This design comes from an exercise in tuning for small area, a short achievable clock period and few clock cycles on the open sky130 flow, not from production work. RTL that was checked went through simulation tests only; none was proved equivalent to the original. For run 1, only the layout was checked, not whether the RTL still works. Power figures rest on the tool's default switching activity, not on a simulated workload.

## flow/design.v (module list and top-level ports; edited modules follow where they fit)
// module mul_unit: 2505 lines
module mul_unit
    (
        input logic clk,
        input logic rst,
        input logic [1:0] issue_fn3,
        input logic [31:0] rs1,
        input logic [31:0] rs2,
        input logic issue_new_request,
        input logic [3:0] issue_id,
        output logic issue_ready,
        input logic wb_ack,
        output logic wb_done,
        output logic [3:0] wb_id,
        output logic [31:0] wb_rd
    );
  // ...
==> flow/flow/run.sh <==
#!/bin/bash
# The standard ORFS layout (standard.sh) with two changes:
#  - SYNTH_ARGS=-noabc: Yosys's synth skips its quick "abc -fast" pass, so
#    the full adders written in the RTL reach extract_fa as written; the
#    registers are the same as the standard synthesis's;
#  - the port buffers that buffer_ports inserts are plain buffers
#    (buf_4) instead of the default delay cells.
cp standard.sh standard_sh_copy.log
export BUFFER_PORTS_ARGS="-buffer_cell sky130_fd_sc_hd__buf_4"
bash standard.sh SYNTH_ARGS=-noabc finish > standard.log 2>&1
status=$?
tail -50 standard.log
exit $status
==> flow/standard.sh <==
#!/bin/bash
# synth_recipe.tcl (not shown) runs the flow's synth.tcl, then flattens the netlist and writes it again
# the make line also repeats each setting of config.mk as NAME=value (left out here)
make -C /OpenROAD-flow-scripts/flow DESIGN_CONFIG=/design/flow/config.mk WORK_HOME=/design/flow/orfs CLKGATE_MAP_FILE= SYNTH_SCRIPT=/design/flow/synth_recipe.tcl "${@:-finish}"
==> flow/config.mk <==
export PLATFORM = sky130hd
export DESIGN_NAME = mul_unit
export DESIGN_NICKNAME = mul_unit
export VERILOG_FILES = /design/flow/design.v
export SDC_FILE = /design/flow/constraint.sdc
export NUM_CORES = 4
export LEC_CHECK = 0
export ABC_AREA = 1
export CAP_MARGIN = 20
export CORE_MARGIN = 2
export CORE_UTILIZATION = 40
export SETUP_SLACK_MARGIN = 4
export SLEW_MARGIN = 20
==> flow/constraint.sdc <==
create_clock -name core_clock -period 10.0 [get_ports {clk}]
set_input_delay 2.0000 -clock core_clock [delete_from_list [all_inputs] [get_ports {clk}]]
set_output_delay 2.0000 -clock core_clock [all_outputs]
set_load 0.01 [all_outputs]
==> summary.txt, run 1 <==
status: no timing/DRC/antenna violations
die area: 74930 um^2
Worst Setup End Kind: flop
metal3 WL: 10.99 mm
Worst Hold Depth: 2
vias in the first global route: 24070
top cell category: multi-input gates
Chip Height: 273.7 um
IO Count: 112
Yosys top cell by area: fa_1
routed length on met1: 42.96 mm
clock network contribution to total cell area: 1.944%
Layout area overhead: 7.687%
CP Capture Point: cut_q[66]
Synthesized Nets: 3931
Yosys cell types: 43
Pint: 5.287 mW
Setup crit start: rs2[15]
ANT nets after route: 0
Primary FF master, synth: dfxtp_1
clkbuf count: 19
worst setup path class: input pin to flop
RR Endpoint: held_rd[1]
GR Layer Usage met2: 39.54%
Comb power frac: 80.6%
RSZ-0062 raised after global routing: no
largest net degree at the start of global routing: 45
Syn Inst Count: 3235
reg2reg start: cut_q[45]
hold_sp: held_rd[16]
Max power group: combinational cells
Worst path depth: 11
cell with the most instances after synthesis: o22ai_1
Synth Area in Adders: 38.89%
fillers: 7011
crit path max fanout: 16
FF+latch count, synth: 181
==> run 2: changes to the inputs <==
--- a/flow/design.v
+++ b/flow/design.v
@@ -15,23 +15,21 @@
     );
     logic rs1_is_signed, rs2_is_signed, is_mulhx;
     logic [32:0] a;
     logic [33:0] b;
     logic advance;
     logic valid_r;
     logic mulh_r;
     logic [3:0] id_r;
-    logic [141:0] cut_d;
-    logic [141:0] cut_q;
+    logic [112:0] cut_d;
+    logic [112:0] cut_q;
     logic [63:0] sum_x, sum_y, product;
-    logic held_r;
-    logic [31:0] held_rd;
-    logic one1, two2, neg3, x4, x5, x6, x7, x8, x9, x10, x11, x12, x13, x14, x15, x16, x17, x18, x19, x20, x21, x22, x23, x24, x25, x26, x27, x28, x29, x30, x31, x32, x33, x34, x35, x36, pp37, pp38, pp39, pp40, pp41, pp42, pp43, pp44, pp45, pp46, pp47, pp48, pp49, pp50, pp51, pp52, pp53, pp54, pp55, pp56, pp57, pp58, pp59, pp60, pp61, pp62, pp63, pp64, pp65, pp66, pp67, pp68, pp69, pp70, one71, two72, neg73, x74, x75, x76, x77, x78, x79, x80, x81, x82, x83, x84, x85, x86, x87, x88, x89, x90, x91, x92, x93, x94, x95, x96, x97, x98, x99, x100, x101, x102, x103, x104, x105, x106, pp107, pp108, pp109, pp110, pp111, pp112, pp113, pp114, pp115, pp116, pp117, pp118, pp119, pp120, pp121, pp122, pp123, pp124, pp125, pp126, pp127, pp128, pp129, pp130, pp131, pp132, pp133, pp134, pp135, pp136, pp137, pp138, pp139, pp140, one141, two142, neg143, x144, x145, x146, x147, x148, x149, x150, x151, x152, x153, x154, x155, x156, x157, x158, x159, x160, x161, x162, x163, x164, x165, x166, x167, x168, x169, x170, x171, x172, x173, x174, x175, x176, pp177, pp178, pp179, pp180, pp181, pp182, pp183, pp184, pp185, pp186, pp187, pp188, pp189, pp190, pp191, pp192, pp193, pp194, pp195, pp196, pp197, pp198, pp199, pp200, pp201, pp202, pp203, pp204, pp205, pp206, pp207, pp208, pp209, pp210, one211, two212, neg213, x214, x215, x216, x217, x218, x219, x220, x221, x222, x223, x224, x225, x226, x227, x228, x229, x230, x231, x232, x233, x234, x235, x236, x237, x238, x239, x240, x241, x242, x243, x244, x245, x246, pp247, pp248, pp249, pp250, pp251, pp252, pp253, pp254, pp255, pp256, pp257, pp258, pp259, pp260, pp261, pp262, pp263, pp264, pp265, pp266, pp267, pp268, pp269, pp270, pp271, pp272, pp273, pp274, pp275, pp276, pp277, pp278, pp279, pp280, one281, two282, neg283, x284, x285, x286, x287, x288, x289, x290, x291, x292, x293, x294, x295, x296, x297, x298, x299, x300, x301, x302, x303, x304, x305, x306, x307, x308, x309, x310, x311, x312, x313, x314, x315, x316, pp317, pp318, pp319, pp320, pp321, pp322, pp323, pp324, pp325, pp326, pp327, pp328, pp329, pp330, pp331, pp332, pp333, pp334, pp335, pp336, pp337, pp338, pp339, pp340, pp341, pp342, pp343, pp344, pp345, pp346, pp347, pp348, pp349, pp350, one351, two352, neg353, x354, x355, x356, x357, x358, x359, x360, x361, x362, x363, x364, x365, x366, x367, x368, x369, x370, x371, x372, x373, x374, x375, x376, x377, x378, x379, x380, x381, x382, x383, x384, x385, x386, pp387, pp388, pp389, pp390, pp391, pp392, pp393, pp394, pp395, pp396, pp397, pp398, pp399, pp400, pp401, pp402, pp403, pp404, pp405, pp406, pp407, pp408, pp409, pp410, pp411, pp412, pp413, pp414, pp415, pp416, pp417, pp418, pp419, pp420, one421, two422, neg423, x424, x425, x426, x427, x428, x429, x430, x431, x432, x433, x434, x435, x436, x437, x438, x439, x440, x441, x442, x443, x444, x445, x446, x447, x448, x449, x450, x451, x452, x453, x454, x455, x456, pp457, pp458, pp459, pp460, pp461, pp462, pp463, pp464, pp465, pp466, pp467, pp468, pp469, pp470, pp471, pp472, pp473, pp474, pp475, pp476, pp477, pp478, pp479, pp480, pp481, pp482, pp483, pp484, pp485, pp486, pp487, pp488, pp489, pp490, one491, two492, neg493, x494, x495, x496, x497, x498, x499, x500, x501, x502, x503, x504, x505, x506, x507, x508, x509, x510, x511, x512, x513, x514, x515, x516, x517, x518, x519, x520, x521, x522, x523, x524, x525, x526, pp527, pp528, pp529, pp530, pp531, pp532, pp533, pp534, pp535, pp536, pp537, pp538, pp539, pp540, pp541, pp542, pp543, pp544, pp545, pp546, pp547, pp548, pp549, pp550, pp551, pp552, pp553, pp554, pp555, pp556, pp557, pp558, pp559, pp560, one561, two562, neg563, x564, x565, x566, x567, x568, x569, x570, x571, x572, x573, x574, x575, x576, x577, x578, x579, x580, x581, x582, x583, x584, x585, x586, x587, x588, x589, x590, x591, x592, x593, x594, x595, x596, pp597, pp598, pp599, pp600, pp601, pp602, pp603, pp604, pp605, pp606, pp607, pp608, pp609, pp610, pp611, pp612, pp613, pp614, pp615, pp616, pp617, pp618, pp619, pp620, pp621, pp622, pp623, pp624, pp625, pp626, pp627, pp628, pp629, pp630, one631, two632, neg633, x634, x635, x636, x637, x638, x639, x640, x641, x642, x643, x644, x645, x646, x647, x648, x649, x650, x651, x652, x653, x654, x655, x656, x657, x658, x659, x660, x661, x662, x663, x664, x665, x666, pp667, pp668, pp669, pp670, pp671, pp672, pp673, pp674, pp675, pp676, pp677, pp678, pp679, pp680, pp681, pp682, pp683, pp684, pp685, pp686, pp687, pp688, pp689, pp690, pp691, pp692, pp693, pp694, pp695, pp696, pp697, pp698, pp699, pp700, one701, two702, neg703, x704, x705, x706, x707, x708, x709, x710, x711, x712, x713, x714, x715, x716, x717, x718, x719, x720, x721, x722, x723, x724, x725, x726, x727, x728, x729, x730, x731, x732, x733, x734, x735, x736, pp737, pp738, pp739, pp740, pp741, pp742, pp743, pp744, pp745, pp746, pp747, pp748, pp749, pp750, pp751, pp752, pp753, pp754, pp755, pp756, pp757, pp758, pp759, pp760, pp761, pp762, pp763, pp764, pp765, pp766, pp767, pp768, pp769, pp770, one771, two772, neg773, x774, x775, x776, x777, x778, x779, x780, x781, x782, x783, x784, x785, x786, x787, x788, x789, x790, x791, x792, x793, x794, x795, x796, x797, x798, x799, x800, x801, x802, x803, x804, x805, x806, pp807, pp808, pp809, pp810, pp811, pp812, pp813, pp814, pp815, pp816, pp817, pp818, pp819, pp820, pp821, pp822, pp823, pp824, pp825, pp826, pp827, pp828, pp829, pp830, pp831, pp832, pp833, pp834, pp835, pp836, pp837, pp838, pp839, pp840, one841, two842, neg843, x844, x845, x846, x847, x848, x849, x850, x851, x852, x853, x854, x855, x856, x857, x858, x859, x860, x861, x862, x863, x864, x865, x866, x867, x868, x869, x870, x871, x872, x873, x874, x875, x876, pp877, pp878, pp879, pp880, pp881, pp882, pp883, pp884, pp885, pp886, pp887, pp888, pp889, pp890, pp891, pp892, pp893, pp894, pp895, pp896, pp897, pp898, pp899, pp900, pp901, pp902, pp903, pp904, pp905, pp906, pp907, pp908, pp909, pp910, one911, two912, neg913, x914, x915, x916, x917, x918, x919, x920, x921, x922, x923, x924, x925, x926, x927, x928, x929, x930, x931, x932, x933, x934, x935, x936, x937, x938, x939, x940, x941, x942, x943, x944, x945, x946, pp947, pp948, pp949, pp950, pp951, pp952, pp953, pp954, pp955, pp956, pp957, pp958, pp959, pp960, pp961, pp962, pp963, pp964, pp965, pp966, pp967, pp968, pp969, pp970, pp971, pp972, pp973, pp974, pp975, pp976, pp977, pp978, pp979, pp980, one981, two982, neg983, x984, x985, x986, x987, x988, x989, x990, x991, x992, x993, x994, x995, x996, x997, x998, x999, x1000, x1001, x1002, x1003, x1004, x1005, x1006, x1007, x1008, x1009, x1010, x1011, x1012, x1013, x1014, x1015, x1016, pp1017, pp1018, pp1019, pp1020, pp1021, pp1022, pp1023, pp1024, pp1025, pp1026, pp1027, pp1028, pp1029, pp1030, pp1031, pp1032, pp1033, pp1034, pp1035, pp1036, pp1037, pp1038, pp1039, pp1040, pp1041, pp1042, pp1043, pp1044, pp1045, pp1046, pp1047, pp1048, pp1049, pp1050, one1051, two1052, neg1053, x1054, x1055, x1056, x1057, x1058, x1059, x1060, x1061, x1062, x1063, x1064, x1065, x1066, x1067, x1068, x1069, x1070, x1071, x1072, x1073, x1074, x1075, x1076, x1077, x1078, x1079, x1080, x1081, x1082, x1083, x1084, x1085, x1086, pp1087, pp1088, pp1089, pp1090, pp1091, pp1092, pp1093, pp1094, pp1095, pp1096, pp1097, pp1098, pp1099, pp1100, pp1101, pp1102, pp1103, pp1104, pp1105, pp1106, pp1107, pp1108, pp1109, pp1110, pp1111, pp1112, pp1113, pp1114, pp1115, pp1116, pp1117, pp1118, pp1119, pp1120, one1121, two1122, neg1123, x1124, x1125, x1126, x1127, x1128, x1129, x1130, x1131, x1132, x1133, x1134, x1135, x1136, x1137, x1138, x1139, x1140, x1141, x1142, x1143, x1144, x1145, x1146, x1147, x1148, x1149, x1150, x1151, x1152, x1153, x1154, x1155, x1156, pp1157, pp1158, pp1159, pp1160, pp1161, pp1162, pp1163, pp1164, pp1165, pp1166, pp1167, pp1168, pp1169, pp1170, pp1171, pp1172, pp1173, pp1174, pp1175, pp1176, pp1177, pp1178, pp1179, pp1180, pp1181, pp1182, pp1183, pp1184, pp1185, pp1186, pp1187, pp1188, s1189, c1190, s1191, c1192, s1193, c1194, s1195, c1196, s1197, c1198, s1199, c1200, s1201, c1202, s1203, c1204, s1205, c1206, s1207, c1208, s1209, c1210, s1211, c1212, s1213, c1214, s1215, c1216, s1217, c1218, s1219, c1220, s1221, c1222, s1223, c1224, s1225, c1226, s1227, c1228, s1229, c1230, s1231, c1232, s1233, c1234, s1235, c1236, s1237, c1238, s1239, c1240, s1241, c1242, s1243, c1244, s1245, c1246, s1247, c1248, s1249, c1250, s1251, c1252, s1253, c1254, s1255, c1256, s1257, c1258, s1259, c1260, s1261, c1262, s1263, c1264, s1265, c1266, s1267, c1268, s1269, c1270, s1271, c1272, s1273, c1274, s1275, c1276, s1277, c1278, s1279, c1280, s1281, c1282, s1283, c1284, s1285, c1286, s1287, c1288, s1289, c1290, s1291, c1292, s1293, c1294, s1295, c1296, s1297, c1298, s1299, c1300, s1301, c1302, s1303, c1304, s1305, c1306, s1307, c1308, s1309, c1310, s1311, c1312, s1313, c1314, s1315, c1316, s1317, c1318, s1319, c1320, s1321, c1322, s1323, c1324, s1325, c1326, s1327, c1328, s1329, c1330, s1331, c1332, s1333, c1334, s1335, c1336, s1337, c1338, s1339, c1340, s1341, c1342, s1343, c1344, s1345, c1346, s1347, c1348, s1349, c1350, s1351, c1352, s1353, c1354, s1355, c1356, s1357, c1358, s1359, c1360, s1361, c1362, s1363, c1364, s1365, c1366, s1367, c1368, s1369, c1370, s1371, c1372, s1373, c1374, s1375, c1376, s1377, c1378, s1379, c1380, s1381, c1382, s1383, c1384, s1385, c1386, s1387, c1388, s1389, c1390, s1391, c1392, s1393, c1394, s1395, c1396, s1397, c1398, s1399, c1400, s1401, c1402, s1403, c1404, s1405, c1406, s1407, c1408, s1409, c1410, s1411, c1412, s1413, c1414, s1415, c1416, s1417, c1418, s1419, c1420, s1421, c1422, s1423, c1424, s1425, c1426, s1427, c1428, s1429, c1430, s1431, c1432, s1433, c1434, s1435, c1436, s1437, c1438, s1439, c1440, s1441, c1442, s1443, c1444, s1445, c1446, s1447, c1448, s1449, c1450, s1451, c1452, s1453, c1454, s1455, c1456, s1457, c1458, s1459, c1460, s1461, c1462, s1463, c1464, s1465, c1466, s1467, c1468, s1469, c1470, s1471, c1472, s1473, c1474, s1475, c1476, s1477, c1478, s1479, c1480, s1481, c1482, s1483, c1484, s1485, c1486, s1487, c1488, s1489, c1490, s1491, c1492, s1493, c1494, s1495, c1496, s1497, c1498, s1499, c1500, s1501, c1502, s1503, c1504, s1505, c1506, s1507, c1508, s1509, c1510, s1511, c1512, s1513, c1514, s1515, c1516, s1517, c1518, s1519, c1520, s1521, c1522, s1523, c1524, s1525, c1526, s1527, c1528, s1529, c1530, s1531, c1532, s1533, c1534, s1535, c1536, s1537, c1538, s1539, c1540, s1541, c1542, s1543, c1544, s1545, c1546, s1547, c1548, s1549, c1550, s1551, c1552, s1553, c1554, s1555, c1556, s1557, c1558, s1559, c1560, s1561, c1562, s1563, c1564, s1565, c1566, s1567, c1568, s1569, c1570, s1571, c1572, s1573, c1574, s1575, c1576, s1577, c1578, s1579, c1580, s1581, c1582, s1583, c1584, s1585, c1586, s1587, c1588, s1589, c1590, s1591, c1592, s1593, c1594, s1595, c1596, s1597, c1598, s1599, c1600, s1601, c1602, s1603, c1604, s1605, c1606, s1607, c1608, s1609, c1610, s1611, c1612, s1613, c1614, s1615, c1616, s1617, c1618, s1619, c1620, s1621, c1622, s1623, c1624, s1625, c1626, s1627, c1628, s1629, c1630, s1631, c1632, s1633, c1634, s1635, c1636, s1637, c1638, s1639, c1640, s1641, c1642, s1643, c1644, s1645, c1646, s1647, c1648, s1649, c1650, s1651, c1652, s1653, c1654, s1655, c1656, s1657, c1658, s1659, c1660, s1661, c1662, s1663, c1664, s1665, c1666, s1667, c1668, s1669, c1670, s1671, c1672, s1673, c1674, s1675, c1676, s1677, c1678, s1679, c1680, s1681, c1682, s1683, c1684, s1685, c1686, s1687, c1688, s1689, c1690, s1691, c1692, s1693, c1694, s1695, c1696, s1697, c1698, s1699, c1700, s1701, c1702, s1703, c1704, s1705, c1706, s1707, c1708, s1709, c1710, s1711, c1712, s1713, c1714, s1715, c1716, s1717, c1718, s1719, c1720, s1721, c1722, s1723, c1724, s1725, c1726, s1727, c1728, s1729, c1730, s1731, c1732, s1733, c1734, s1735, c1736, s1737, c1738, s1739, c1740, s1741, c1742, s1743, c1744, s1745, c1746, s1747, c1748, s1749, c1750, s1751, c1752, s1753, c1754, s1755, c1756, s1757, c1758, s1759, c1760, s1761, c1762, s1763, c1764, s1765, c1766, s1767, c1768, s1769, c1770, s1771, c1772, s1773, c1774, s1775, c1776, s1777, c1778, s1779, c1780, s1781, c1782, s1783, c1784, s1785, c1786, s1787, c1788, s1789, c1790, s1791, c1792, s1793, c1794, s1795, c1796, s1797, c1798, s1799, c1800, s1801, c1802, s1803, c1804, s1805, c1806, s1807, c1808, s1809, c1810, s1811, c1812, s1813, c1814, s1815, c1816, s1817, c1818, s1819, c1820, s1821, c1822, s1823, c1824, s1825, c1826, s1827, c1828, s1829, c1830, s1831, c1832, s1833, c1834, s1835, c1836, s1837, c1838, s1839, c1840, s1841, c1842, s1843, c1844, s1845, c1846, s1847, c1848, s1849, c1850, s1851, c1852, s1853, c1854, s1855, c1856, s1857, c1858, s1859, c1860, s1861, c1862, s1863, c1864, s1865, c1866, s1867, c1868, s1869, c1870, s1871, c1872, s1873, c1874, s1875, c1876, s1877, c1878, s1879, c1880, s1881, c1882, s1883, c1884, s1885, c1886, s1887, c1888, s1889, c1890, s1891, c1892, s1893, c1894, s1895, c1896, s1897, c1898, s1899, c1900, s1901, c1902, s1903, c1904, s1905, c1906, s1907, c1908, s1909, c1910, s1911, c1912, s1913, c1914, s1915, c1916, s1917, c1918, s1919, c1920, s1921, c1922, s1923, c1924, s1925, c1926, s1927, c1928, s1929, c1930, s1931, c1932, s1933, c1934, s1935, c1936, s1937, c1938, s1939, c1940, s1941, c1942, s1943, c1944, s1945, c1946, s1947, c1948, s1949, c1950, s1951, c1952, s1953, c1954, s1955, c1956, s1957, c1958, s1959, c1960, s1961, c1962, s1963, c1964, s1965, c1966, s1967, c1968, s1969, c1970, s1971, c1972, s1973, c1974, s1975, c1976, s1977, c1978, s1979, c1980, s1981, c1982, s1983, c1984, s1985, c1986, s1987, c1988, s1989, c1990, s1991, c1992, s1993, c1994, s1995, c1996, s1997, c1998, s1999, c2000, s2001, c2002, s2003, c2004, s2005, c2006, s2007, c2008, s2009, c2010, s2011, c2012, s2013, c2014, s2015, c2016, s2017, c2018, s2019, c2020, s2021, c2022, s2023, c2024, s2025, c2026, s2027, c2028, s2029, c2030, s2031, c2032, s2033, c2034, s2035, c2036, s2037, c2038, s2039, c2040, s2041, c2042, s2043, c2044, s2045, c2046, s2047, c2048, s2049, c2050, s2051, c2052, s2053, c2054, s2055, c2056, s2057, c2058, s2059, c2060, s2061, c2062, s2063, c2064, s2065, c2066, s2067, c2068, s2069, c2070, s2071, c2072, s2073, c2074, s2075, c2076, s2077, c2078, s2079, c2080, s2081, c2082, s2083, c2084, s2085, c2086, s2087, c2088, s2089, c2090, s2091, c2092, s2093, c2094, s2095, c2096, s2097, c2098, s2099, c2100, s2101, c2102, s2103, c2104, s2105, c2106, s2107, c2108, s2109, c2110, s2111, c2112, s2113, c2114, s2115, c2116, s2117, c2118, s2119, c2120, s2121, c2122, s2123, c2124, s2125, c2126, s2127, c2128, s2129, c2130, s2131, c2132, s2133, c2134, s2135, c2136, s2137, c2138, s2139, c2140, s2141, c2142, s2143, c2144, s2145, c2146, s2147, c2148, s2149, c2150, s2151, c2152, s2153, c2154, s2155, c2156, s2157, c2158, s2159, c2160, s2161, c2162, s2163, c2164, s2165, c2166, s2167, c2168, s2169, c2170, s2171, c2172, s2173, c2174, s2175, c2176, s2177, c2178, s2179, c2180, s2181, c2182, s2183, c2184, s2185, c2186, s2187, c2188, s2189, c2190, s2191, c2192, s2193, c2194, s2195, c2196, s2197, c2198, s2199, c2200, s2201, c2202, s2203, c2204, s2205, c2206, s2207, c2208, s2209, c2210, s2211, c2212, s2213, c2214, s2215, c2216, s2217, c2218, s2219, c2220, s2221, c2222, s2223, c2224, s2225, c2226, s2227, c2228, s2229, c2230, s2231, c2232, s2233, c2234, s2235, c2236, s2237, c2238, s2239, c2240, s2241, c2242, s2243, c2244, s2245, c2246, s2247, c2248, s2249, c2250, s2251, c2252, s2253, c2254, s2255, c2256, s2257, c2258, s2259, c2260, s2261, c2262, s2263, c2264, s2265, c2266, s2267, c2268, s2269, c2270, s2271, c2272, s2273, c2274, s2275, c2276, s2277, c2278;
-    logic [8:0] low_sum;
+    logic one1, two2, neg3, x4, x5, x6, x7, x8, x9, x10, x11, x12, x13, x14, x15, x16, x17, x18, x19, x20, x21, x22, x23, x24, x25, x26, x27, x28, x29, x30, x31, x32, x33, x34, x35, x36, pp37, pp38, pp39, pp40, pp41, pp42, pp43, pp44, pp45, pp46, pp47, pp48, pp49, pp50, pp51, pp52, pp53, pp54, pp55, pp56, pp57, pp58, pp59, pp60, pp61, pp62, pp63, pp64, pp65, pp66, pp67, pp68, pp69, pp70, one71, two72, neg73, x74, x75, x76, x77, x78, x79, x80, x81, x82, x83, x84, x85, x86, x87, x88, x89, x90, x91, x92, x93, x94, x95, x96, x97, x98, x99, x100, x101, x102, x103, x104, x105, x106, pp107, pp108, pp109, pp110, pp111, pp112, pp113, pp114, pp115, pp116, pp117, pp118, pp119, pp120, pp121, pp122, pp123, pp124, pp125, pp126, pp127, pp128, pp129, pp130, pp131, pp132, pp133, pp134, pp135, pp136, pp137, pp138, pp139, pp140, one141, two142, neg143, x144, x145, x146, x147, x148, x149, x150, x151, x152, x153, x154, x155, x156, x157, x158, x159, x160, x161, x162, x163, x164, x165, x166, x167, x168, x169, x170, x171, x172, x173, x174, x175, x176, pp177, pp178, pp179, pp180, pp181, pp182, pp183, pp184, pp185, pp186, pp187, pp188, pp189, pp190, pp191, pp192, pp193, pp194, pp195, pp196, pp197, pp198, pp199, pp200, pp201, pp202, pp203, pp204, pp205, pp206, pp207, pp208, pp209, pp210, one211, two212, neg213, x214, x215, x216, x217, x218, x219, x220, x221, x222, x223, x224, x225, x226, x227, x228, x229, x230, x231, x232, x233, x234, x235, x236, x237, x238, x239, x240, x241, x242, x243, x244, x245, x246, pp247, pp248, pp249, pp250, pp251, pp252, pp253, pp254, pp255, pp256, pp257, pp258, pp259, pp260, pp261, pp262, pp263, pp264, pp265, pp266, pp267, pp268, pp269, pp270, pp271, pp272, pp273, pp274, pp275, pp276, pp277, pp278, pp279, pp280, one281, two282, neg283, x284, x285, x286, x287, x288, x289, x290, x291, x292, x293, x294, x295, x296, x297, x298, x299, x300, x301, x302, x303, x304, x305, x306, x307, x308, x309, x310, x311, x312, x313, x314, x315, x316, pp317, pp318, pp319, pp320, pp321, pp322, pp323, pp324, pp325, pp326, pp327, pp328, pp329, pp330, pp331, pp332, pp333, pp334, pp335, pp336, pp337, pp338, pp339, pp340, pp341, pp342, pp343, pp344, pp345, pp346, pp347, pp348, pp349, pp350, one351, two352, neg353, x354, x355, x356, x357, x358, x359, x360, x361, x362, x363, x364, x365, x366, x367, x368, x369, x370, x371, x372, x373, x374, x375, x376, x377, x378, x379, x380, x381, x382, x383, x384, x385, x386, pp387, pp388, pp389, pp390, pp391, pp392, pp393, pp394, pp395, pp396, pp397, pp398, pp399, pp400, pp401, pp402, pp403, pp404, pp405, pp406, pp407, pp408, pp409, pp410, pp411, pp412, pp413, pp414, pp415, pp416, pp417, pp418, pp419, pp420, one421, two422, neg423, x424, x425, x426, x427, x428, x429, x430, x431, x432, x433, x434, x435, x436, x437, x438, x439, x440, x441, x442, x443, x444, x445, x446, x447, x448, x449, x450, x451, x452, x453, x454, x455, x456, pp457, pp458, pp459, pp460, pp461, pp462, pp463, pp464, pp465, pp466, pp467, pp468, pp469, pp470, pp471, pp472, pp473, pp474, pp475, pp476, pp477, pp478, pp479, pp480, pp481, pp482, pp483, pp484, pp485, pp486, pp487, pp488, pp489, pp490, one491, two492, neg493, x494, x495, x496, x497, x498, x499, x500, x501, x502, x503, x504, x505, x506, x507, x508, x509, x510, x511, x512, x513, x514, x515, x516, x517, x518, x519, x520, x521, x522, x523, x524, x525, x526, pp527, pp528, pp529, pp530, pp531, pp532, pp533, pp534, pp535, pp536, pp537, pp538, pp539, pp540, pp541, pp542, pp543, pp544, pp545, pp546, pp547, pp548, pp549, pp550, pp551, pp552, pp553, pp554, pp555, pp556, pp557, pp558, pp559, pp560, one561, two562, neg563, x564, x565, x566, x567, x568, x569, x570, x571, x572, x573, x574, x575, x576, x577, x578, x579, x580, x581, x582, x583, x584, x585, x586, x587, x588, x589, x590, x591, x592, x593, x594, x595, x596, pp597, pp598, pp599, pp600, pp601, pp602, pp603, pp604, pp605, pp606, pp607, pp608, pp609, pp610, pp611, pp612, pp613, pp614, pp615, pp616, pp617, pp618, pp619, pp620, pp621, pp622, pp623, pp624, pp625, pp626, pp627, pp628, pp629, pp630, one631, two632, neg633, x634, x635, x636, x637, x638, x639, x640, x641, x642, x643, x644, x645, x646, x647, x648, x649, x650, x651, x652, x653, x654, x655, x656, x657, x658, x659, x660, x661, x662, x663, x664, x665, x666, pp667, pp668, pp669, pp670, pp671, pp672, pp673, pp674, pp675, pp676, pp677, pp678, pp679, pp680, pp681, pp682, pp683, pp684, pp685, pp686, pp687, pp688, pp689, pp690, pp691, pp692, pp693, pp694, pp695, pp696, pp697, pp698, pp699, pp700, one701, two702, neg703, x704, x705, x706, x707, x708, x709, x710, x711, x712, x713, x714, x715, x716, x717, x718, x719, x720, x721, x722, x723, x724, x725, x726, x727, x728, x729, x730, x731, x732, x733, x734, x735, x736, pp737, pp738, pp739, pp740, pp741, pp742, pp743, pp744, pp745, pp746, pp747, pp748, pp749, pp750, pp751, pp752, pp753, pp754, pp755, pp756, pp757, pp758, pp759, pp760, pp761, pp762, pp763, pp764, pp765, pp766, pp767, pp768, pp769, pp770, one771, two772, neg773, x774, x775, x776, x777, x778, x779, x780, x781, x782, x783, x784, x785, x786, x787, x788, x789, x790, x791, x792, x793, x794, x795, x796, x797, x798, x799, x800, x801, x802, x803, x804, x805, x806, pp807, pp808, pp809, pp810, pp811, pp812, pp813, pp814, pp815, pp816, pp817, pp818, pp819, pp820, pp821, pp822, pp823, pp824, pp825, pp826, pp827, pp828, pp829, pp830, pp831, pp832, pp833, pp834, pp835, pp836, pp837, pp838, pp839, pp840, one841, two842, neg843, x844, x845, x846, x847, x848, x849, x850, x851, x852, x853, x854, x855, x856, x857, x858, x859, x860, x861, x862, x863, x864, x865, x866, x867, x868, x869, x870, x871, x872, x873, x874, x875, x876, pp877, pp878, pp879, pp880, pp881, pp882, pp883, pp884, pp885, pp886, pp887, pp888, pp889, pp890, pp891, pp892, pp893, pp894, pp895, pp896, pp897, pp898, pp899, pp900, pp901, pp902, pp903, pp904, pp905, pp906, pp907, pp908, pp909, pp910, one911, two912, neg913, x914, x915, x916, x917, x918, x919, x920, x921, x922, x923, x924, x925, x926, x927, x928, x929, x930, x931, x932, x933, x934, x935, x936, x937, x938, x939, x940, x941, x942, x943, x944, x945, x946, pp947, pp948, pp949, pp950, pp951, pp952, pp953, pp954, pp955, pp956, pp957, pp958, pp959, pp960, pp961, pp962, pp963, pp964, pp965, pp966, pp967, pp968, pp969, pp970, pp971, pp972, pp973, pp974, pp975, pp976, pp977, pp978, pp979, pp980, one981, two982, neg983, x984, x985, x986, x987, x988, x989, x990, x991, x992, x993, x994, x995, x996, x997, x998, x999, x1000, x1001, x1002, x1003, x1004, x1005, x1006, x1007, x1008, x1009, x1010, x1011, x1012, x1013, x1014, x1015, x1016, pp1017, pp1018, pp1019, pp1020, pp1021, pp1022, pp1023, pp1024, pp1025, pp1026, pp1027, pp1028, pp1029, pp1030, pp1031, pp1032, pp1033, pp1034, pp1035, pp1036, pp1037, pp1038, pp1039, pp1040, pp1041, pp1042, pp1043, pp1044, pp1045, pp1046, pp1047, pp1048, pp1049, pp1050, one1051, two1052, neg1053, x1054, x1055, x1056, x1057, x1058, x1059, x1060, x1061, x1062, x1063, x1064, x1065, x1066, x1067, x1068, x1069, x1070, x1071, x1072, x1073, x1074, x1075, x1076, x1077, x1078, x1079, x1080, x1081, x1082, x1083, x1084, x1085, x1086, pp1087, pp1088, pp1089, pp1090, pp1091, pp1092, pp1093, pp1094, pp1095, pp1096, pp1097, pp1098, pp1099, pp1100, pp1101, pp1102, pp1103, pp1104, pp1105, pp1106, pp1107, pp1108, pp1109, pp1110, pp1111, pp1112, pp1113, pp1114, pp1115, pp1116, pp1117, pp1118, pp1119, pp1120, one1121, two1122, neg1123, x1124, x1125, x1126, x1127, x1128, x1129, x1130, x1131, x1132, x1133, x1134, x1135, x1136, x1137, x1138, x1139, x1140, x1141, x1142, x1143, x1144, x1145, x1146, x1147, x1148, x1149, x1150, x1151, x1152, x1153, x1154, x1155, x1156, pp1157, pp1158, pp1159, pp1160, pp1161, pp1162, pp1163, pp1164, pp1165, pp1166, pp1167, pp1168, pp1169, pp1170, pp1171, pp1172, pp1173, pp1174, pp1175, pp1176, pp1177, pp1178, pp1179, pp1180, pp1181, pp1182, pp1183, pp1184, pp1185, pp1186, pp1187, pp1188, s1189, c1190, s1191, c1192, s1193, c1194, s1195, c1196, s1197, c1198, s1199, c1200, s1201, c1202, s1203, c1204, s1205, c1206, s1207, c1208, s1209, c1210, s1211, c1212, s1213, c1214, s1215, c1216, s1217, c1218, s1219, c1220, s1221, c1222, s1223, c1224, s1225, c1226, s1227, c1228, s1229, c1230, s1231, c1232, s1233, c1234, s1235, c1236, s1237, c1238, s1239, c1240, s1241, c1242, s1243, c1244, s1245, c1246, s1247, c1248, s1249, c1250, s1251, c1252, s1253, c1254, s1255, c1256, s1257, c1258, s1259, c1260, s1261, c1262, s1263, c1264, s1265, c1266, s1267, c1268, s1269, c1270, s1271, c1272, s1273, c1274, s1275, c1276, s1277, c1278, s1279, c1280, s1281, c1282, s1283, c1284, s1285, c1286, s1287, c1288, s1289, c1290, s1291, c1292, s1293, c1294, s1295, c1296, s1297, c1298, s1299, c1300, s1301, c1302, s1303, c1304, s1305, c1306, s1307, c1308, s1309, c1310, s1311, c1312, s1313, c1314, s1315, c1316, s1317, c1318, s1319, c1320, s1321, c1322, s1323, c1324, s1325, c1326, s1327, c1328, s1329, c1330, s1331, c1332, s1333, c1334, s1335, c1336, s1337, c1338, s1339, c1340, s1341, c1342, s1343, c1344, s1345, c1346, s1347, c1348, s1349, c1350, s1351, c1352, s1353, c1354, s1355, c1356, s1357, c1358, s1359, c1360, s1361, c1362, s1363, c1364, s1365, c1366, s1367, c1368, s1369, c1370, s1371, c1372, s1373, c1374, s1375, c1376, s1377, c1378, s1379, c1380, s1381, c1382, s1383, c1384, s1385, c1386, s1387, c1388, s1389, c1390, s1391, c1392, s1393, c1394, s1395, c1396, s1397, c1398, s1399, c1400, s1401, c1402, s1403, c1404, s1405, c1406, s1407, c1408, s1409, c1410, s1411, c1412, s1413, c1414, s1415, c1416, s1417, c1418, s1419, c1420, s1421, c1422, s1423, c1424, s1425, c1426, s1427, c1428, s1429, c1430, s1431, c1432, s1433, c1434, s1435, c1436, s1437, c1438, s1439, c1440, s1441, c1442, s1443, c1444, s1445, c1446, s1447, c1448, s1449, c1450, s1451, c1452, s1453, c1454, s1455, c1456, s1457, c1458, s1459, c1460, s1461, c1462, s1463, c1464, s1465, c1466, s1467, c1468, s1469, c1470, s1471, c1472, s1473, c1474, s1475, c1476, s1477, c1478, s1479, c1480, s1481, c1482, s1483, c1484, s1485, c1486, s1487, c1488, s1489, c1490, s1491, c1492, s1493, c1494, s1495, c1496, s1497, c1498, s1499, c1500, s1501, c1502, s1503, c1504, s1505, c1506, s1507, c1508, s1509, c1510, s1511, c1512, s1513, c1514, s1515, c1516, s1517, c1518, s1519, c1520, s1521, c1522, s1523, c1524, s1525, c1526, s1527, c1528, s1529, c1530, s1531, c1532, s1533, c1534, s1535, c1536, s1537, c1538, s1539, c1540, s1541, c1542, s1543, c1544, s1545, c1546, s1547, c1548, s1549, c1550, s1551, c1552, s1553, c1554, s1555, c1556, s1557, c1558, s1559, c1560, s1561, c1562, s1563, c1564, s1565, c1566, s1567, c1568, s1569, c1570, s1571, c1572, s1573, c1574, s1575, c1576, s1577, c1578, s1579, c1580, s1581, c1582, s1583, c1584, s1585, c1586, s1587, c1588, s1589, c1590, s1591, c1592, s1593, c1594, s1595, c1596, s1597, c1598, s1599, c1600, s1601, c1602, s1603, c1604, s1605, c1606, s1607, c1608, s1609, c1610, s1611, c1612, s1613, c1614, s1615, c1616, s1617, c1618, s1619, c1620, s1621, c1622, s1623, c1624, s1625, c1626, s1627, c1628, s1629, c1630, s1631, c1632, s1633, c1634, s1635, c1636, s1637, c1638, s1639, c1640, s1641, c1642, s1643, c1644, s1645, c1646, s1647, c1648, s1649, c1650, s1651, c1652, s1653, c1654, s1655, c1656, s1657, c1658, s1659, c1660, s1661, c1662, s1663, c1664, s1665, c1666, s1667, c1668, s1669, c1670, s1671, c1672, s1673, c1674, s1675, c1676, s1677, c1678, s1679, c1680, s1681, c1682, s1683, c1684, s1685, c1686, s1687, c1688, s1689, c1690, s1691, c1692, s1693, c1694, s1695, c1696, s1697, c1698, s1699, c1700, s1701, c1702, s1703, c1704, s1705, c1706, s1707, c1708, s1709, c1710, s1711, c1712, s1713, c1714, s1715, c1716, s1717, c1718, s1719, c1720, s1721, c1722, s1723, c1724, s1725, c1726, s1727, c1728, s1729, c1730, s1731, c1732, s1733, c1734, s1735, c1736, s1737, c1738, s1739, c1740, s1741, c1742, s1743, c1744, s1745, c1746, s1747, c1748, s1749, c1750, s1751, c1752, s1753, c1754, s1755, c1756, s1757, c1758, s1759, c1760, s1761, c1762, s1763, c1764, s1765, c1766, s1767, c1768, s1769, c1770, s1771, c1772, s1773, c1774, s1775, c1776, s1777, c1778, s1779, c1780, s1781, c1782, s1783, c1784, s1785, c1786, s1787, c1788, s1789, c1790, s1791, c1792, s1793, c1794, s1795, c1796, s1797, c1798, s1799, c1800, s1801, c1802, s1803, c1804, s1805, c1806, s1807, c1808, s1809, c1810, s1811, c1812, s1813, c1814, s1815, c1816, s1817, c1818, s1819, c1820, s1821, c1822, s1823, c1824, s1825, c1826, s1827, c1828, s1829, c1830, s1831, c1832, s1833, c1834, s1835, c1836, s1837, c1838, s1839, c1840, s1841, c1842, s1843, c1844, s1845, c1846, s1847, c1848, s1849, c1850, s1851, c1852, s1853, c1854, s1855, c1856, s1857, c1858, s1859, c1860, s1861, c1862, s1863, c1864, s1865, c1866, s1867, c1868, s1869, c1870, s1871, c1872, s1873, c1874, s1875, c1876, s1877, c1878, s1879, c1880, s1881, c1882, s1883, c1884, s1885, c1886, s1887, c1888, s1889, c1890, s1891, c1892, s1893, c1894, s1895, c1896, s1897, c1898, s1899, c1900, s1901, c1902, s1903, c1904, s1905, c1906, s1907, c1908, s1909, c1910, s1911, c1912, s1913, c1914, s1915, c1916, s1917, c1918, s1919, c1920, s1921, c1922, s1923, c1924, s1925, c1926, s1927, c1928, s1929, c1930, s1931, c1932, s1933, c1934, s1935, c1936, s1937, c1938, s1939, c1940, s1941, c1942, s1943, c1944, s1945, c1946, s1947, c1948, s1949, c1950, s1951, c1952, s1953, c1954, s1955, c1956, s1957, c1958, s1959, c1960, s1961, c1962, s1963, c1964, s1965, c1966, s1967, c1968, s1969, c1970, s1971, c1972, s1973, c1974, s1975, c1976, s1977, c1978, s1979, c1980, s1981, c1982, s1983, c1984, s1985, c1986, s1987, c1988, s1989, c1990, s1991, c1992, s1993, c1994, s1995, c1996, s1997, c1998, s1999, c2000, s2001, c2002, s2003, c2004, s2005, c2006, s2007, c2008, s2009, c2010, s2011, c2012, s2013, c2014, s2015, c2016, s2017, c2018, s2019, c2020, s2021, c2022, s2023, c2024, s2025, c2026, s2027, c2028, s2029, c2030, s2031, c2032, s2033, c2034, s2035, c2036, s2037, c2038, s2039, c2040, s2041, c2042, s2043, c2044, s2045, c2046, s2047, c2048, s2049, c2050, s2051, c2052, s2053, c2054, s2055, c2056, s2057, c2058, s2059, c2060, s2061, c2062, s2063, c2064, s2065, c2066, s2067, c2068, s2069, c2070, s2071, c2072, s2073, c2074, s2075, c2076, s2077, c2078, s2079, c2080, s2081, c2082, s2083, c2084, s2085, c2086, s2087, c2088, s2089, c2090, s2091, c2092, s2093, c2094, s2095, c2096, s2097, c2098, s2099, c2100, s2101, c2102, s2103, c2104, s2105, c2106, s2107, c2108, s2109, c2110, s2111, c2112, s2113, c2114, s2115, c2116, s2117, c2118, s2119, c2120, s2121, c2122, s2123, c2124, s2125, c2126, s2127, c2128, s2129, c2130, s2131, c2132, s2133, c2134, s2135, c2136, s2137, c2138, s2139, c2140, s2141, c2142, s2143, c2144, s2145, c2146, s2147, c2148, s2149, c2150, s2151, c2152, s2153, c2154, s2155, c2156, s2157, c2158, s2159, c2160, s2161, c2162, s2163, c2164, s2165, c2166, s2167, c2168, s2169, c2170, s2171, c2172, s2173, c2174, s2175, c2176, s2177, c2178, s2179, c2180, s2181, c2182, s2183, c2184, s2185, c2186, s2187, c2188, s2189, c2190, s2191, c2192, s2193, c2194, s2195, c2196, s2197, c2198, s2199, c2200, s2201, c2202, s2203, c2204, s2205, c2206, s2207, c2208, s2209, c2210, s2211, c2212, s2213, c2214, s2215, c2216, s2217, c2218, s2219, c2220, s2221, c2222, s2223, c2224, s2225, c2226, s2227, c2228, s2229, c2230, s2231, c2232, s2233, c2234, s2235, c2236, s2237, c2238, s2239, c2240, s2241, c2242;
+    logic [16:0] low_sum;
     assign rs1_is_signed = (issue_fn3 == 2'b01) | (issue_fn3 == 2'b10);
     assign rs2_is_signed = (issue_fn3 == 2'b01);
     assign is_mulhx = (issue_fn3 != 2'b00);
     assign a = {rs1_is_signed & rs1[31], rs1};
     assign b = {{2{rs2_is_signed & rs2[31]}}, rs2};
     assign one1 = b[0] ^ 1'b0;
     assign two2 = (b[1] & ~b[0] & ~1'b0) | (~b[1] & b[0] & 1'b0);
     assign neg3 = b[1] & ~(b[0] & 1'b0);
@@ -1750,119 +1748,75 @@
     assign {c2152, s2151} = {1'b0, s1835} + {1'b0, c2028} + {1'b0, s2029};
     assign {c2154, s2153} = {1'b0, s1839} + {1'b0, c2030} + {1'b0, s2031};
     assign {c2156, s2155} = {1'b0, s1843} + {1'b0, c2032} + {1'b0, s2033};
     assign {c2158, s2157} = {1'b0, s1847} + {1'b0, c2034} + {1'b0, s2035};
     assign {c2160, s2159} = {1'b0, s1851} + {1'b0, c2036} + {1'b0, s2037};
     assign {c2162, s2161} = {1'b0, s1855} + {1'b0, c2038} + {1'b0, s2039};
     assign {c2164, s2163} = {1'b0, s1859} + {1'b0, c2040} + {1'b0, s2041};
     assign {c2166, s2165} = {1'b0, s1863} + {1'b0, c2042} + {1'b0, s2043};
-    assign s2167 = s1947 ^ c2084;
-    assign c2168 = s1947 & c2084;
-    assign {c2170, s2169} = {1'b0, s1951} + {1'b0, c2086} + {1'b0, s2087};
-    assign {c2172, s2171} = {1'b0, s1955} + {1'b0, c2088} + {1'b0, s2089};
-    assign {c2174, s2173} = {1'b0, s1959} + {1'b0, c2090} + {1'b0, s2091};
-    assign {c2176, s2175} = {1'b0, s1963} + {1'b0, c2092} + {1'b0, s2093};
-    assign {c2178, s2177} = {1'b0, s1967} + {1'b0, s2095} + {1'b0, c2094};
-    assign {c2180, s2179} = {1'b0, c1968} + {1'b0, s2097} + {1'b0, c2096};
-    assign {c2182, s2181} = {1'b0, c1972} + {1'b0, s2099} + {1'b0, c2098};
-    assign {c2184, s2183} = {1'b0, s1979} + {1'b0, c2100} + {1'b0, s2101};
-    assign {c2186, s2185} = {1'b0, s1983} + {1'b0, c2102} + {1'b0, s2103};
-    assign {c2188, s2187} = {1'b0, s1987} + {1'b0, c2104} + {1'b0, s2105};
-    assign {c2190, s2189} = {1'b0, c1988} + {1'b0, s2107} + {1'b0, c2106};
-    assign {c2192, s2191} = {1'b0, c1992} + {1'b0, s2109} + {1'b0, c2108};
-    assign {c2194, s2193} = {1'b0, s1997} + {1'b0, c2110} + {1'b0, s2111};
-    assign {c2196, s2195} = {1'b0, c1998} + {1'b0, s2113} + {1'b0, c2112};
-    assign {c2198, s2197} = {1'b0, c2000} + {1'b0, s2115} + {1'b0, c2114};
-    assign {c2200, s2199} = {1'b0, pp1187} + {1'b0, s2117} + {1'b0, c2116};
-    assign {c2202, s2201} = {1'b0, pp1120} + {1'b0, pp1188} + {1'b0, c2118};
-    assign low_sum = {1'b0, c2128, c2126, c2124, c2122, c2120, pp107, pp38, neg3} + {1'b0, s2129, s2127, s2125, s2123, s2121, s2119, 1'b0, pp37};
-    assign cut_d = {c2200, s2201, c2198, s2199, c2196, s2197, s2195, c2194, c2192, s2193, c2190, s2191, c2188, s2189, s2187, c2186, s2185, c2184, c2182, s2183, c2180, s2181, c2178, s2179, s2177, c2176, s2175, c2174, s2173, c2172, s2171, c2170, s2169, c2168, s2167, s2085, c2082, s2083, c1940, c2080, s2081, c1936, s2079, c2078, s1935, s2077, c2076, c1928, s2075, c2074, s1927, s2073, c2072, s1923, s2071, c2070, s1919, s2069, c2068, s1915, s2067, c2066, s1911, s2065, c2064, s1907, s2063, c2062, s1903, s2061, c2060, s1899, s2059, c2058, s1895, s2057, c2056, s1891, s2055, c2054, s1887, s2053, c2052, s1883, s2051, c2050, s1879, s2049, c2048, s1875, s2047, c2046, s1871, c2166, s2045, c2044, s1867, s2165, c2164, s2163, c2162, s2161, c2160, s2159, c2158, s2157, c2156, s2155, c2154, s2153, c2152, s2151, c2150, s2149, c2148, s2147, c2146, s2145, c2144, s2143, c2142, s2141, c2140, s2139, c2138, s2137, c2136, s2135, c2134, s2133, c2132, s2131, c2130, low_sum[8], low_sum[7], low_sum[6], low_sum[5], low_sum[4], low_sum[3], low_sum[2], low_sum[1], low_sum[0]};
-    assign {c2204, s2203} = {1'b0, cut_q[45]} + {1'b0, cut_q[46]} + {1'b0, cut_q[47]};
-    assign {c2206, s2205} = {1'b0, cut_q[49]} + {1'b0, cut_q[50]} + {1'b0, cut_q[51]};
-    assign {c2208, s2207} = {1'b0, cut_q[52]} + {1'b0, cut_q[53]} + {1'b0, cut_q[54]};
-    assign {c2210, s2209} = {1'b0, cut_q[55]} + {1'b0, cut_q[56]} + {1'b0, cut_q[57]};
-    assign {c2212, s2211} = {1'b0, cut_q[58]} + {1'b0, cut_q[59]} + {1'b0, cut_q[60]};
-    assign {c2214, s2213} = {1'b0, cut_q[61]} + {1'b0, cut_q[62]} + {1'b0, cut_q[63]};
-    assign {c2216, s2215} = {1'b0, cut_q[64]} + {1'b0, cut_q[65]} + {1'b0, cut_q[66]};
-    assign {c2218, s2217} = {1'b0, cut_q[67]} + {1'b0, cut_q[68]} + {1'b0, cut_q[69]};
-    assign {c2220, s2219} = {1'b0, cut_q[70]} + {1'b0, cut_q[71]} + {1'b0, cut_q[72]};
-    assign {c2222, s2221} = {1'b0, cut_q[73]} + {1'b0, cut_q[74]} + {1'b0, cut_q[75]};
-    assign {c2224, s2223} = {1'b0, cut_q[76]} + {1'b0, cut_q[77]} + {1'b0, cut_q[78]};
-    assign {c2226, s2225} = {1'b0, cut_q[79]} + {1'b0, cut_q[80]} + {1'b0, cut_q[81]};
-    assign {c2228, s2227} = {1'b0, cut_q[82]} + {1'b0, cut_q[83]} + {1'b0, cut_q[84]};
-    assign {c2230, s2229} = {1'b0, cut_q[85]} + {1'b0, cut_q[86]} + {1'b0, cut_q[87]};
-    assign {c2232, s2231} = {1'b0, cut_q[88]} + {1'b0, cut_q[89]} + {1'b0, cut_q[90]};
-    assign {c2234, s2233} = {1'b0, cut_q[91]} + {1'b0, cut_q[92]} + {1'b0, cut_q[93]};
-    assign {c2236, s2235} = {1'b0, cut_q[94]} + {1'b0, cut_q[95]} + {1'b0, cut_q[96]};
-    assign {c2238, s2237} = {1'b0, cut_q[97]} + {1'b0, cut_q[98]} + {1'b0, cut_q[99]};
-    assign {c2240, s2239} = {1'b0, cut_q[100]} + {1'b0, cut_q[101]} + {1'b0, cut_q[102]};
-    assign {c2242, s2241} = {1'b0, cut_q[103]} + {1'b0, cut_q[104]} + {1'b0, cut_q[105]};
-    assign s2243 = cut_q[106] ^ cut_q[107];
-    assign c2244 = cut_q[106] & cut_q[107];
-    assign s2245 = cut_q[108] ^ cut_q[109];
-    assign c2246 = cut_q[108] & cut_q[109];
-    assign s2247 = cut_q[110] ^ cut_q[111];
-    assign c2248 = cut_q[110] & cut_q[111];
-    assign s2249 = cut_q[112] ^ cut_q[113];
-    assign c2250 = cut_q[112] & cut_q[113];
-    assign s2251 = cut_q[114] ^ cut_q[115];
-    assign c2252 = cut_q[114] & cut_q[115];
-    assign s2253 = cut_q[116] ^ cut_q[117];
-    assign c2254 = cut_q[116] & cut_q[117];
-    assign s2255 = cut_q[118] ^ cut_q[119];
-    assign c2256 = cut_q[118] & cut_q[119];
-    assign s2257 = cut_q[120] ^ cut_q[121];
-    assign c2258 = cut_q[120] & cut_q[121];
-    assign s2259 = cut_q[122] ^ cut_q[123];
-    assign c2260 = cut_q[122] & cut_q[123];
-    assign s2261 = cut_q[124] ^ cut_q[125];
-    assign c2262 = cut_q[124] & cut_q[125];
-    assign s2263 = cut_q[126] ^ cut_q[127];
-    assign c2264 = cut_q[126] & cut_q[127];
-    assign s2265 = cut_q[128] ^ cut_q[129];
-    assign c2266 = cut_q[128] & cut_q[129];
-    assign s2267 = cut_q[130] ^ cut_q[131];
-    assign c2268 = cut_q[130] & cut_q[131];
-    assign s2269 = cut_q[132] ^ cut_q[133];
-    assign c2270 = cut_q[132] & cut_q[133];
-    assign s2271 = cut_q[134] ^ cut_q[135];
-    assign c2272 = cut_q[134] & cut_q[135];
-    assign s2273 = cut_q[136] ^ cut_q[137];
-    assign c2274 = cut_q[136] & cut_q[137];
-    assign s2275 = cut_q[138] ^ cut_q[139];
-    assign c2276 = cut_q[138] & cut_q[139];
-    assign s2277 = cut_q[140] ^ cut_q[141];
-    assign c2278 = cut_q[140] & cut_q[141];
-    assign sum_x = {c2276, c2274, c2272, c2270, c2268, c2266, c2264, c2262, c2260, c2258, c2256, c2254, c2252, c2250, c2248, c2246, c2244, c2242, c2240, c2238, c2236, c2234, c2232, c2230, c2228, c2226, c2224, c2222, c2220, c2218, c2216, c2214, c2212, c2210, c2208, c2206, c2204, s2203, cut_q[43], cut_q[41], cut_q[39], cut_q[37], cut_q[35], cut_q[33], cut_q[31], cut_q[29], cut_q[27], cut_q[25], cut_q[23], cut_q[21], cut_q[19], cut_q[17], cut_q[15], cut_q[13], cut_q[11], cut_q[9], cut_q[7], cut_q[6], cut_q[5], cut_q[4], cut_q[3], cut_q[2], cut_q[1], cut_q[0]};
-    assign sum_y = {s2277, s2275, s2273, s2271, s2269, s2267, s2265, s2263, s2261, s2259, s2257, s2255, s2253, s2251, s2249, s2247, s2245, s2243, s2241, s2239, s2237, s2235, s2233, s2231, s2229, s2227, s2225, s2223, s2221, s2219, s2217, s2215, s2213, s2211, s2209, s2207, s2205, cut_q[48], cut_q[44], cut_q[42], cut_q[40], cut_q[38], cut_q[36], cut_q[34], cut_q[32], cut_q[30], cut_q[28], cut_q[26], cut_q[24], cut_q[22], cut_q[20], cut_q[18], cut_q[16], cut_q[14], cut_q[12], cut_q[10], 1'b0, 1'b0, 1'b0, 1'b0, 1'b0, 1'b0, 1'b0, 1'b0};
+    assign {c2168, s2167} = {1'b0, s1867} + {1'b0, c2044} + {1'b0, s2045};
+    assign {c2170, s2169} = {1'b0, s1871} + {1'b0, c2046} + {1'b0, s2047};
+    assign {c2172, s2171} = {1'b0, s1875} + {1'b0, c2048} + {1'b0, s2049};
+    assign {c2174, s2173} = {1'b0, s1879} + {1'b0, c2050} + {1'b0, s2051};
+    assign {c2176, s2175} = {1'b0, s1883} + {1'b0, c2052} + {1'b0, s2053};
+    assign {c2178, s2177} = {1'b0, s1887} + {1'b0, c2054} + {1'b0, s2055};
+    assign {c2180, s2179} = {1'b0, s1891} + {1'b0, c2056} + {1'b0, s2057};
+    assign {c2182, s2181} = {1'b0, s1895} + {1'b0, c2058} + {1'b0, s2059};
+    assign {c2184, s2183} = {1'b0, s1899} + {1'b0, c2060} + {1'b0, s2061};
+    assign {c2186, s2185} = {1'b0, s1903} + {1'b0, c2062} + {1'b0, s2063};
+    assign {c2188, s2187} = {1'b0, s1907} + {1'b0, c2064} + {1'b0, s2065};
+    assign {c2190, s2189} = {1'b0, s1911} + {1'b0, c2066} + {1'b0, s2067};
+    assign {c2192, s2191} = {1'b0, s1915} + {1'b0, c2068} + {1'b0, s2069};
+    assign {c2194, s2193} = {1'b0, s1919} + {1'b0, c2070} + {1'b0, s2071};
+    assign {c2196, s2195} = {1'b0, s1923} + {1'b0, c2072} + {1'b0, s2073};
+    assign {c2198, s2197} = {1'b0, s1927} + {1'b0, c2074} + {1'b0, s2075};
+    assign {c2200, s2199} = {1'b0, c1928} + {1'b0, c2076} + {1'b0, s2077};
+    assign {c2202, s2201} = {1'b0, s1935} + {1'b0, c2078} + {1'b0, s2079};
+    assign {c2204, s2203} = {1'b0, c1936} + {1'b0, s2081} + {1'b0, c2080};
+    assign {c2206, s2205} = {1'b0, c1940} + {1'b0, s2083} + {1'b0, c2082};
+    assign {c2208, s2207} = {1'b0, s1947} + {1'b0, c2084} + {1'b0, s2085};
+    assign {c2210, s2209} = {1'b0, s1951} + {1'b0, c2086} + {1'b0, s2087};
+    assign {c2212, s2211} = {1'b0, s1955} + {1'b0, c2088} + {1'b0, s2089};
+    assign {c2214, s2213} = {1'b0, s1959} + {1'b0, c2090} + {1'b0, s2091};
+    assign {c2216, s2215} = {1'b0, s1963} + {1'b0, c2092} + {1'b0, s2093};
+    assign {c2218, s2217} = {1'b0, s1967} + {1'b0, s2095} + {1'b0, c2094};
+    assign {c2220, s2219} = {1'b0, c1968} + {1'b0, s2097} + {1'b0, c2096};
+    assign {c2222, s2221} = {1'b0, c1972} + {1'b0, s2099} + {1'b0, c2098};
+    assign {c2224, s2223} = {1'b0, s1979} + {1'b0, c2100} + {1'b0, s2101};
+    assign {c2226, s2225} = {1'b0, s1983} + {1'b0, c2102} + {1'b0, s2103};
+    assign {c2228, s2227} = {1'b0, s1987} + {1'b0, c2104} + {1'b0, s2105};
+    assign {c2230, s2229} = {1'b0, c1988} + {1'b0, s2107} + {1'b0, c2106};
+    assign {c2232, s2231} = {1'b0, c1992} + {1'b0, s2109} + {1'b0, c2108};
+    assign {c2234, s2233} = {1'b0, s1997} + {1'b0, c2110} + {1'b0, s2111};
+    assign {c2236, s2235} = {1'b0, c1998} + {1'b0, s2113} + {1'b0, c2112};
+    assign {c2238, s2237} = {1'b0, c2000} + {1'b0, s2115} + {1'b0, c2114};
+    assign {c2240, s2239} = {1'b0, pp1187} + {1'b0, s2117} + {1'b0, c2116};
+    assign {c2242, s2241} = {1'b0, pp1120} + {1'b0, pp1188} + {1'b0, c2118};
+    assign low_sum = {1'b0, c2144, c2142, c2140, c2138, c2136, c2134, c2132, c2130, c2128, c2126, c2124, c2122, c2120, pp107, pp38, neg3} + {1'b0, s2145, s2143, s2141, s2139, s2137, s2135, s2133, s2131, s2129, s2127, s2125, s2123, s2121, s2119, 1'b0, pp37};
+    assign cut_d = {c2240, s2241, c2238, s2239, c2236, s2237, s2235, c2234, c2232, s2233, c2230, s2231, c2228, s2229, s2227, c2226, s2225, c2224, c2222, s2223, c2220, s2221, c2218, s2219, s2217, c2216, s2215, c2214, s2213, c2212, s2211, c2210, s2209, c2208, c2206, s2207, c2204, s2205, s2203, c2202, s2201, c2200, s2199, c2198, s2197, c2196, s2195, c2194, s2193, c2192, s2191, c2190, s2189, c2188, s2187, c2186, s2185, c2184, s2183, c2182, s2181, c2180, s2179, c2178, s2177, c2176, s2175, c2174, s2173, c2172, s2171, c2170, s2169, c2168, s2167, c2166, s2165, c2164, s2163, c2162, s2161, c2160, s2159, c2158, s2157, c2156, s2155, c2154, s2153, c2152, s2151, c2150, s2149, c2148, s2147, c2146, low_sum[16], low_sum[15], low_sum[14], low_sum[13], low_sum[12], low_sum[11], low_sum[10], low_sum[9], low_sum[8], low_sum[7], low_sum[6], low_sum[5], low_sum[4], low_sum[3], low_sum[2], low_sum[1], low_sum[0]};
+    assign sum_x = {cut_q[111], cut_q[109], cut_q[107], cut_q[105], cut_q[103], cut_q[101], cut_q[99], cut_q[97], cut_q[95], cut_q[93], cut_q[91], cut_q[89], cut_q[87], cut_q[85], cut_q[83], cut_q[81], cut_q[79], cut_q[77], cut_q[75], cut_q[73], cut_q[71], cut_q[69], cut_q[67], cut_q[65], cut_q[63], cut_q[61], cut_q[59], cut_q[57], cut_q[55], cut_q[53], cut_q[51], cut_q[49], cut_q[47], cut_q[45], cut_q[43], cut_q[41], cut_q[39], cut_q[37], cut_q[35], cut_q[33], cut_q[31], cut_q[29], cut_q[27], cut_q[25], cut_q[23], cut_q[21], cut_q[19], cut_q[17], cut_q[15], cut_q[14], cut_q[13], cut_q[12], cut_q[11], cut_q[10], cut_q[9], cut_q[8], cut_q[7], cut_q[6], cut_q[5], cut_q[4], cut_q[3], cut_q[2], cut_q[1], cut_q[0]};
+    assign sum_y = {cut_q[112], cut_q[110], cut_q[108], cut_q[106], cut_q[104], cut_q[102], cut_q[100], cut_q[98], cut_q[96], cut_q[94], cut_q[92], cut_q[90], cut_q[88], cut_q[86], cut_q[84], cut_q[82], cut_q[80], cut_q[78], cut_q[76], cut_q[74], cut_q[72], cut_q[70], cut_q[68], cut_q[66], cut_q[64], cut_q[62], cut_q[60], cut_q[58], cut_q[56], cut_q[54], cut_q[52], cut_q[50], cut_q[48], cut_q[46], cut_q[44], cut_q[42], cut_q[40], cut_q[38], cut_q[36], cut_q[34], cut_q[32], cut_q[30], cut_q[28], cut_q[26], cut_q[24], cut_q[22], cut_q[20], cut_q[18], 1'b0, 1'b0, 1'b0, 1'b0, 1'b0, 1'b0, 1'b0, 1'b0, 1'b0, 1'b0, 1'b0, 1'b0, 1'b0, 1'b0, 1'b0, 1'b0};
     assign advance = ~valid_r | wb_ack;
     assign issue_ready = advance;
     always_ff @ (posedge clk) begin
-        cut_q <= cut_d;
         if (advance) begin
+            cut_q <= cut_d;
             mulh_r <= is_mulhx;
             id_r <= issue_id;
         end
     end
     always_ff @ (posedge clk) begin
-        if (rst) begin
+        if (rst)
             valid_r <= 0;
-            held_r <= 0;
-        end
-        else begin
-            if (advance)
-                valid_r <= issue_new_request;
-            held_r <= valid_r & ~wb_ack;
-        end
+        else if (advance)
+            valid_r <= issue_new_request;
     end
-    always_ff @ (posedge clk)
-        held_rd <= wb_rd;
     logic [63:0] ag, ap;
-    assign ag = (sum_x & sum_y) | {56'b0, cut_q[8], 7'b0};
+    assign ag = (sum_x & sum_y) | {48'b0, cut_q[16], 15'b0};
     assign ap = sum_x ^ sum_y;
     logic kg1, kp1;
     assign kg1 = ag[1] | (ap[1] & ag[0]);
     assign kp1 = ap[1] & ap[0];
     logic kg2, kp2;
     assign kg2 = ag[3] | (ap[3] & ag[2]);
     assign kp2 = ap[3] & ap[2];
     logic kg3, kp3;
@@ -2494,12 +2448,12 @@
     assign product[56] = ap[56] ^ kg184;
     assign product[57] = ap[57] ^ kg185;
     assign product[58] = ap[58] ^ kg186;
     assign product[59] = ap[59] ^ kg187;
     assign product[60] = ap[60] ^ kg188;
     assign product[61] = ap[61] ^ kg189;
     assign product[62] = ap[62] ^ kg190;
     assign product[63] = ap[63] ^ kg191;
-    assign wb_rd = held_r ? held_rd : mulh_r ? product[63:32] : product[31:0];
+    assign wb_rd = mulh_r ? product[63:32] : product[31:0];
     assign wb_done = valid_r;
     assign wb_id = id_r;
 endmodule
==> flow/flow/run.sh (replaced) <==
#!/bin/bash
# Standard ORFS layout (the standard.sh), with the port buffers that
# buffer_ports inserts made plain buffers instead of the default delay cells.
cp standard.sh standard_sh_copy.log
export BUFFER_PORTS_ARGS="-buffer_cell sky130_fd_sc_hd__buf_4"
bash standard.sh > standard.log 2>&1
status=$?
tail -50 standard.log
exit $status
==> flow/config.mk (replaced) <==
export PLATFORM = sky130hd
export DESIGN_NAME = mul_unit
export DESIGN_NICKNAME = mul_unit
export VERILOG_FILES = /design/flow/design.v
export SDC_FILE = /design/flow/constraint.sdc
export NUM_CORES = 4
export LEC_CHECK = 0
export CAP_MARGIN = 20
export CORE_MARGIN = 2
export CORE_UTILIZATION = 40
export SETUP_SLACK_MARGIN = 4
export SLEW_MARGIN = 20
==> summary.txt, run 2 <==
cell mode on critical path: fa_1
synthesized area: 28510 um^2
Syn. warnings: 1
cell with the most instances after synthesis: fa_1
number of enable flip-flop cells after synthesis: 118
clock sink count: 119
largest net degree at the start of global routing: 75 (+67%)
clk latency of the worst-skew pair: 0.43 ns
post-synth top area share: 33.07%
Tcrit/Tclk final: 59.74%
Top Registers: cut_q x113, id_r x4
first-pass GRT wire length: 158.6 mm
vias in the first global route: 23910 (-0.66%)
port bufs: 111
Routed met2 length: 46.42 mm
Buf/Inv on CP: 5
drt first pass iters: 6
Worst EP required: 10.19 ns
Total Routing Usage GR: 29.31%
Placer Congestion: 0.9311
Tot Pwr: 12.37 mW
worst reg2reg path depth: 2
Primary FF master, synth: edfxtp_1
Fmax achieved: 167.4 MHz
Max Slew Vio Count: 0
sequential-to-total area share from yosys stat: 12.50%
core area: 70270 um^2
Worst path depth: 13 (+2)
Chip Height: 271.0 um (-1.0%)
delay-heaviest family, CP: adder cells
die area: 73430 um^2 (-2.0%)
CP max stage delay: 0.56 ns
Syn Inst Count: 3031 (-6.3%)
ANT nets after route: 0 (unchanged)
CP max-delay cell: fa_2
Hold Path Class: flop to flop
Power Density: 379.6 nW/um^2
total wire length: 109.8 mm
Reg clk slew, reported paths: 0.06 ns
Max Cap Violations: 0
Layout area overhead: 14.34%
metal3 WL: 14.45 mm (+32%)
Hold Fails Final Rpt: 0
Die Wd: 271.0 um
commonest non-fill, non-tap cell in the layout: fa_1
CP Data Arrival Time: 6.16 ns
static leakage: 12.80 nW
H-tree depth: 4
Finish-stage setup viols: 0
site row count: 97
cell chosen for the clock root: clkbuf_16
maximum vdd drop: 277.2 uV
Initial Utilization: 40.57%
worst setup path class: input pin to flop
Commonest cells post-synth: fa_1, xnor2_1, inv_1
Wirelength per Cell: 27.48 um
CTS tree: built
Via Count: 23900
Worst Setup End Kind: flop
RSZ-0062 raised after global routing: yes
Slew @ Worst Pin: 1.006 ns
GRT overflow: 0
Yosys top cell by area: fa_1
Max-slew headroom: 32.96%
Final Instance Area: 32600 um^2
largest cells by area after synthesis: fa_1, edfxtp_1, xnor2_1, xor2_1, a22oi_1
DR top layer: met5
initial antenna violation count: 3
Starting DRT DRC Count: 2726
number of buffers created by CTS: 17
layout cells sized above 1: 15.67%
status: no timing/DRC/antenna violations
CTS Hold Bufs: 0
Async S/R FF share, synth: 0%
FF+latch count, synth: 119 (-34%)
largest reg by FF count: cut_q
Layout Skew: 0.01085 ns
Antenna diodes: 0
DRC: 0
fin nets: 3722
max FFs per register: 113
Worst Hold Depth: 2 (unchanged)
crit path max fanout: 24 (+8)
hpwl dp: 79.31 mm
Vias per Instance: 5.980
crit-path cells: buf_4 > ha_2 > buf_8 > clkinvlp_4 > buf_12 > a21oi_4 > fa_1 > fa_2 > fa_1 > fa_1 > fa_1 > fa_1 > inv_1
Tmin final: 5.974 ns
CTS max path bufs: 2
Synthesized Nets: 3708 (-5.7%)
Yosys cell types: 59 (+37%)
syn avg cell area: 9.406 um^2
IO Count: 112 (unchanged)
final setup TNS: 0 ns
startpoint types: input pin
routed length on met1: 43.51 mm (+1.3%)
most frequent cells in the layout: fa_1, xnor2_1, inv_1, a22oi_1, xor2_1
Post-DP Area: 30350 um^2
-- run 2: final cells by class --
cell class | instances | area [um^2]
clock buffers | 17 | 425.4
inverters | 314 | 1266
clock inverters | 14 | 151.4
repair buffers | 227 | 2120
multi-input cells | 2362 | 23870
flip-flops and latches | 119 | 3563
well taps | 940 | 1176
fillers | 6565 | 37670
repair inverters | 4 | 27.53
-- run 2: report_power, final --
group | total (mW) | switching, mW | internal, mW
Combinational | 10.2 | 5.88 | 4.32
Sequential | 1.56 | 0.147 | 1.41
Clock | 0.612 | 0.245 | 0.367
Total | 12.4 | 6.28 | 6.10
-- run 2: what timing repair did --
action | CTS | global route
setup endpoints to repair | 82 | 46
pin swaps | 0 | 14
gates cloned | 12 | 7
gates resized for setup | 65 | 96
buffers inserted | 31 | 39
-- run 2: path summary, 6_finish.rpt --
check	startpoint	to	slack (ns)
worst min register to register	valid_r	valid_r	0.98
worst max-delay path	rs2[3]	cut_q[62]	4.03
worst max register to register	valid_r	cut_q[6]	7.85
worst min-delay path	valid_r	valid_r	0.98
-- run 2: worst min-delay path, cell delays in order, from the launching register on --
cell and delay (ns):
dfxtp_1 0.33, nand2b_4 0.47, a21oi_1 0.14
-- run 2: stage by stage --
| step | worst slack, ns | util [%] | hold WS [ns] | cells |
|---|---|---|---|---|
| floorplan | 3.875 | - | 1.967 | 3031 |
| global placement | 2.641 | 43.18 | 1.001 | 3876 |
| detailed placement | 2.508 | 43.19 | 0.9953 | 3877 |
| CTS | 3.980 | 44.96 | 1.008 | 3951 |
| global route | 3.938 | 46.39 | 1.095 | 3997 |
| finish | 4.026 | 46.39 | 0.9835 | 3997 |
-- run 2: per-layer routing --
metal	vias to the layer above	GRT usage [%]
li1	10210	-
met1	11740	39.26
met5	-	0
met3	317	9.719
met2	1638	43.33
met4	2	12.20
-- run 2: logic make-up after synthesis --
| group | Yosys count | share of synthesized area (%) |
|---|---|---|
| mux | 20 | 0.7812 |
| xor+xnor | 548 | 16.83 |
| simple gates | 425 | 6.530 |
| compound gates | 757 | 17.09 |
| flops | 119 | 12.50 |
| buf+inv | 558 | 7.386 |
| fa+ha+maj | 603 | 38.87 |
| other cells | 1 | 0.01315 |
Testbench counts of run 2, summed over its fixed seeds: cycles 16,008.

static timing again, ports no longer ideal:
No port has a modelled driver above. Below, the same layouts with a new extraction and two added sets of constraints. Step 1, drivers: a clkbuf_16 drives clk and a buf_2 each remaining input, both assumed. Step 2 also shifts input and output timing later by t, the mid clock arrival at the registers, as if the neighbouring blocks saw the same clock. Three values: no drivers, after step 1, after step 2; two values: the first two.
| run | t, ns | setup WS [ns] |
|---|---|---|
| run 1 | 0.566 | 4.108 / 4.142 / 3.577 |
| run 2 | 0.485 | 4.026 / 3.930 / 3.445 |
After both steps setup and hold are still met in every run listed.
